Source: an optimization exercise on an open RTL-to-GDS flow (aim: small area, a short achievable clock period and few clock cycles). Production flows keep margins and buffers that such runs may drop. Where RTL was checked, it was by simulation tests only, not by an equivalence proof against the original. Power is estimated from default activity; no workload was simulated.

==> module physics_engine, before the edit <==
module physics_engine #(
    parameter SCREEN_WIDTH = 320,
    parameter SCREEN_HEIGHT = 240
    ) (
    input  wire        clk,
    input  wire        resetn,
    input  wire        fire,
    input  wire [15:0] axi_Z_dist,
    input  wire [15:0] axi_arrow_vel,
    input  wire [7:0]  wind_x_in,
    input  wire [7:0]  wind_y_in,
    input  wire [8:0]  aim_x,
    input  wire [7:0]  aim_y,
    output wire        result_valid,
    output reg [8:0]   land_x,
    output reg [7:0]   land_y
);
    function [19:0] norm16;      
        input [15:0] x;
        reg   [15:0] y;
        reg   [3:0]  n;
        begin
            y = x; n = 4'd0;
            if (y[15:8] == 8'd0) begin y = {y[7:0], 8'd0};  n[3] = 1'b1; end
            if (y[15:12] == 4'd0) begin y = {y[11:0], 4'd0}; n[2] = 1'b1; end
            if (y[15:14] == 2'd0) begin y = {y[13:0], 2'd0}; n[1] = 1'b1; end
            if (y[15] == 1'b0)    begin y = {y[14:0], 1'b0}; n[0] = 1'b1; end
            norm16 = {n, y};
        end
    endfunction
    function [4:0] bitlen;
        input [16:0] x;
        integer i;
        begin
            bitlen = 5'd0;
            for (i = 0; i < 17; i = i + 1)
                if (x[i]) bitlen = i + 1;
        end
    endfunction
    wire [19:0] nz = norm16(axi_Z_dist);
    wire [19:0] nv = norm16(axi_arrow_vel);
    wire        s_odd = nv[16] ^ nz[16];
    wire        b0 = ~nv[16] & nz[16];
    wire [4:0]  h0 = 5'd4 + {2'b0, nv[19:17]} - {2'b0, nz[19:17]};
    wire [4:0]  h1 = 5'd3 + {2'b0, nv[19:17]} - {2'b0, nz[19:17]};
    wire [4:0]  sh = b0 ? h1 : h0;       
    wire        zero_q = ~nv[15] | ~nz[15] | sh[4];
    reg         busy;        
    reg         fin;         
    reg  [3:0]  cnt;         
    reg  [16:0] t;
    reg         a;
    reg  [14:0] vn;          
    reg  [6:0]  wxm, wym;
    reg         wxn, wyn;
    reg  [8:0]  ax;
    reg  [7:0]  ay;
    reg  [16:0] accx;
    reg  [15:0] accy;
    reg         satx, saty;
    wire [16:0] t_nx;
    wire [16:0] accx_nx;
    wire [15:0] accy_nx;
    wire        satx_nx, saty_nx;
    iterative_divider core (
        .t_in(t), .a_in(a), .v({1'b1, vn}), .mask(cnt[3]), .wx(wxm), .wy(wym),
        .accx_in(accx), .satx_in(satx), .accy_in(accy), .saty_in(saty),
        .t_out(t_nx), .accx_out(accx_nx), .satx_out(satx_nx),
        .accy_out(accy_nx), .saty_out(saty_nx));
    wire [8:0] tx_in = wind_x_in[7] ? aim_x : SCREEN_WIDTH - aim_x;
    wire [8:0] ty_in = wind_y_in[7] ? {1'b0, aim_y} : SCREEN_HEIGHT - {1'b0, aim_y};
    wire d0x_in = (wind_x_in[6:0] == 7'd0) |
                  (wind_x_in[7] ? (aim_x == 9'd0) : (aim_x >= SCREEN_WIDTH));
    wire d0y_in = (wind_y_in[6:0] == 7'd0) |
                  (wind_y_in[7] ? (aim_y == 8'd0) : ({1'b0, aim_y} >= SCREEN_HEIGHT));
    reg  [3:0] jx, jy;
    reg        d0x, d0y;
    always @(posedge clk) begin
        if (fire) begin
            jx  <= bitlen({8'd0, tx_in}) ;
            jy  <= bitlen({8'd0, ty_in}) ;
            d0x <= d0x_in;
            d0y <= d0y_in;
        end
    end
    wire [5:0] fx = {2'b0, jx} + 6'd22 - {1'b0, cnt, 1'b0};
    wire [5:0] fy = {2'b0, jy} + 6'd22 - {1'b0, cnt, 1'b0};
    reg  [16:0] mkx;
    reg  [15:0] mky;
    integer i;
    always @* begin
        for (i = 0; i < 17; i = i + 1) mkx[i] = (fx <= i + 16);
        for (i = 0; i < 16; i = i + 1) mky[i] = (fy <= i + 16);
    end
    wire big_x = satx | (|(accx & mkx));
    wire big_y = saty | (|(accy & mky));
    wire det_x = d0x | big_x;
    wire det_y = d0y | big_y;
    reg  done;
    always @(posedge clk) begin
        if (!resetn)
            done <= 1'b0;
        else if (fire)
            done <= d0x_in & d0y_in;
        else
            done <= busy & ~done & det_x & det_y;
    end
    assign result_valid = fin | (busy & done);
    wire [10:0] qx = wxn ? {2'b0, ax} - {2'b0, accx[16:8]} : {2'b0, ax} + {2'b0, accx[16:8]};
    wire [9:0]  qy = wyn ? {2'b0, ay} - {2'b0, accy[15:8]} : {2'b0, ay} + {2'b0, accy[15:8]};
    wire x_lo = wxn & (satx | qx[10]);
    wire x_hi = ~x_lo & ((~wxn & satx) | qx >= SCREEN_WIDTH);
    wire y_lo = wyn & (saty | qy[9]);
    wire y_hi = ~y_lo & ((~wyn & saty) | qy >= SCREEN_HEIGHT);
    always @* begin
        land_x = x_lo ? 9'd0 : x_hi ? SCREEN_WIDTH - 1 : qx[8:0];
        land_y = y_lo ? 8'd0 : y_hi ? SCREEN_HEIGHT - 1 : qy[7:0];
    end
    always @(posedge clk) begin
        if (!resetn) begin
            busy <= 1'b0;
            fin  <= 1'b0;
        end else if (fire) begin
            busy <= ~zero_q;
            fin  <= zero_q;
        end else begin
            busy <= busy & ~done & (cnt != 4'd0);
            fin  <= busy & ~done & (cnt == 4'd0);
        end
    end
    always @(posedge clk) begin
        if (fire) begin
            vn   <= nv[14:0];
            wxm  <= wind_x_in[6:0];
            wym  <= wind_y_in[6:0];
            wxn  <= wind_x_in[7];
            wyn  <= wind_y_in[7];
            ax   <= aim_x;
            ay   <= aim_y;
        end
    end
    always @(posedge clk) begin
        if (fire) begin
            t    <= s_odd ? {1'b0, nz[15:0]} : {2'b0, nz[15:1]};
            a    <= ~s_odd & nz[0];
            cnt  <= sh[3:0];
            accx <= 17'd0;
            accy <= 16'd0;
            satx <= 1'b0;
            saty <= 1'b0;
        end else begin
            t    <= t_nx;
            a    <= 1'b0;
            cnt  <= cnt - 4'd1;
            accx <= accx_nx;
            accy <= accy_nx;
            satx <= satx_nx | big_x;
            saty <= saty_nx | big_y;
        end
    end
endmodule
clock: 6.0 ns
lec_check: 0
abc_clock_period_in_ps: 3500
cap_margin: 20
core_margin: 2
core_utilization: 40
place_density: 0.7
setup_slack_margin: 1.5
slew_margin: 20
run.sh (not shown) runs the stock make flow with config.mk's settings and CLKGATE_MAP_FILE= SYNTH_SCRIPT=/design/flow/synth_recipe.tcl, a recipe that flattens the netlist after the stock synthesis.
Next try:
--- a/flow/design.v
+++ b/flow/design.v
@@ -117,12 +117,8 @@
     endfunction
     wire [19:0] nz = norm16(axi_Z_dist);
     wire [19:0] nv = norm16(axi_arrow_vel);
-    wire        s_odd = nv[16] ^ nz[16];
-    wire        b0 = ~nv[16] & nz[16];
-    wire [4:0]  h0 = 5'd4 + {2'b0, nv[19:17]} - {2'b0, nz[19:17]};
-    wire [4:0]  h1 = 5'd3 + {2'b0, nv[19:17]} - {2'b0, nz[19:17]};
-    wire [4:0]  sh = b0 ? h1 : h0;       
-    wire        zero_q = ~nv[15] | ~nz[15] | sh[4];
+    wire [5:0]  s  = 6'd8 + {2'b0, nv[19:16]} - {2'b0, nz[19:16]};
+    wire        zero_q = ~nv[15] | ~nz[15] | s[5];
     reg         busy;        
     reg         fin;         
     reg  [3:0]  cnt;         
@@ -219,9 +215,9 @@
     end
     always @(posedge clk) begin
         if (fire) begin
-            t    <= s_odd ? {1'b0, nz[15:0]} : {2'b0, nz[15:1]};
-            a    <= ~s_odd & nz[0];
-            cnt  <= sh[3:0];
+            t    <= s[0] ? {1'b0, nz[15:0]} : {2'b0, nz[15:1]};
+            a    <= ~s[0] & nz[0];
+            cnt  <= s[4:1];
             accx <= 17'd0;
             accy <= 16'd0;
             satx <= 1'b0;
Outcome: Wire length came out lower by 1.6%. Cell count came out higher by 1.4%. Global-route usage came out lower by 0.23 points. Sequential power stays flat. Hold slack got worse by 0.0075 ns. Sequential share of layout area came out lower by 0.18 points. Utilization came out higher by 0.38 points. Total power came out lower by 3.0%. Count of clock-buffer cells in the layout came out higher by 1. Via count came out higher by 1.6%. Non-clock buffer count came out higher by 4. Fmax came out higher by 2.7%.
Testbench counts after the change, summed over its fixed seeds: cycles 8,553.
Function not checked in the first run of this note: the RTL went through the layout flow alone.

==> separate check: timing with driven ports <==
No port has a modelled driver above. Below, the same layouts with a new extraction and two added sets of constraints.
Step 1 (the two cells are an assumption about what drives the block):
set clk [get_ports {clk}]
set_driving_cell -lib_cell sky130_fd_sc_hd__clkbuf_16 $clk
set_driving_cell -lib_cell sky130_fd_sc_hd__buf_2 [delete_from_list [all_inputs] $clk]
Step 2, shift: input delay + t, output delay - t, t = (earliest + latest rising clock arrival at the registers) / 2. This alone moves slack from input paths to output paths.
Three values: ideal, step 1, step 2; two values: the first two.
run	t, ns	setup WS [ns]	worst data-port slew with drivers (ns)	pins driven straight from the clock port
the first run	0.470	1.505 / 1.459 / 1.247	0.06	1
the second run	0.476	1.623 / 1.590 / 1.256	0.05	1
After both steps every run listed still meets setup and hold. The setup slack of the second run, which loses most, moves by -0.033 ns with the drivers and by -0.367 ns with both steps.
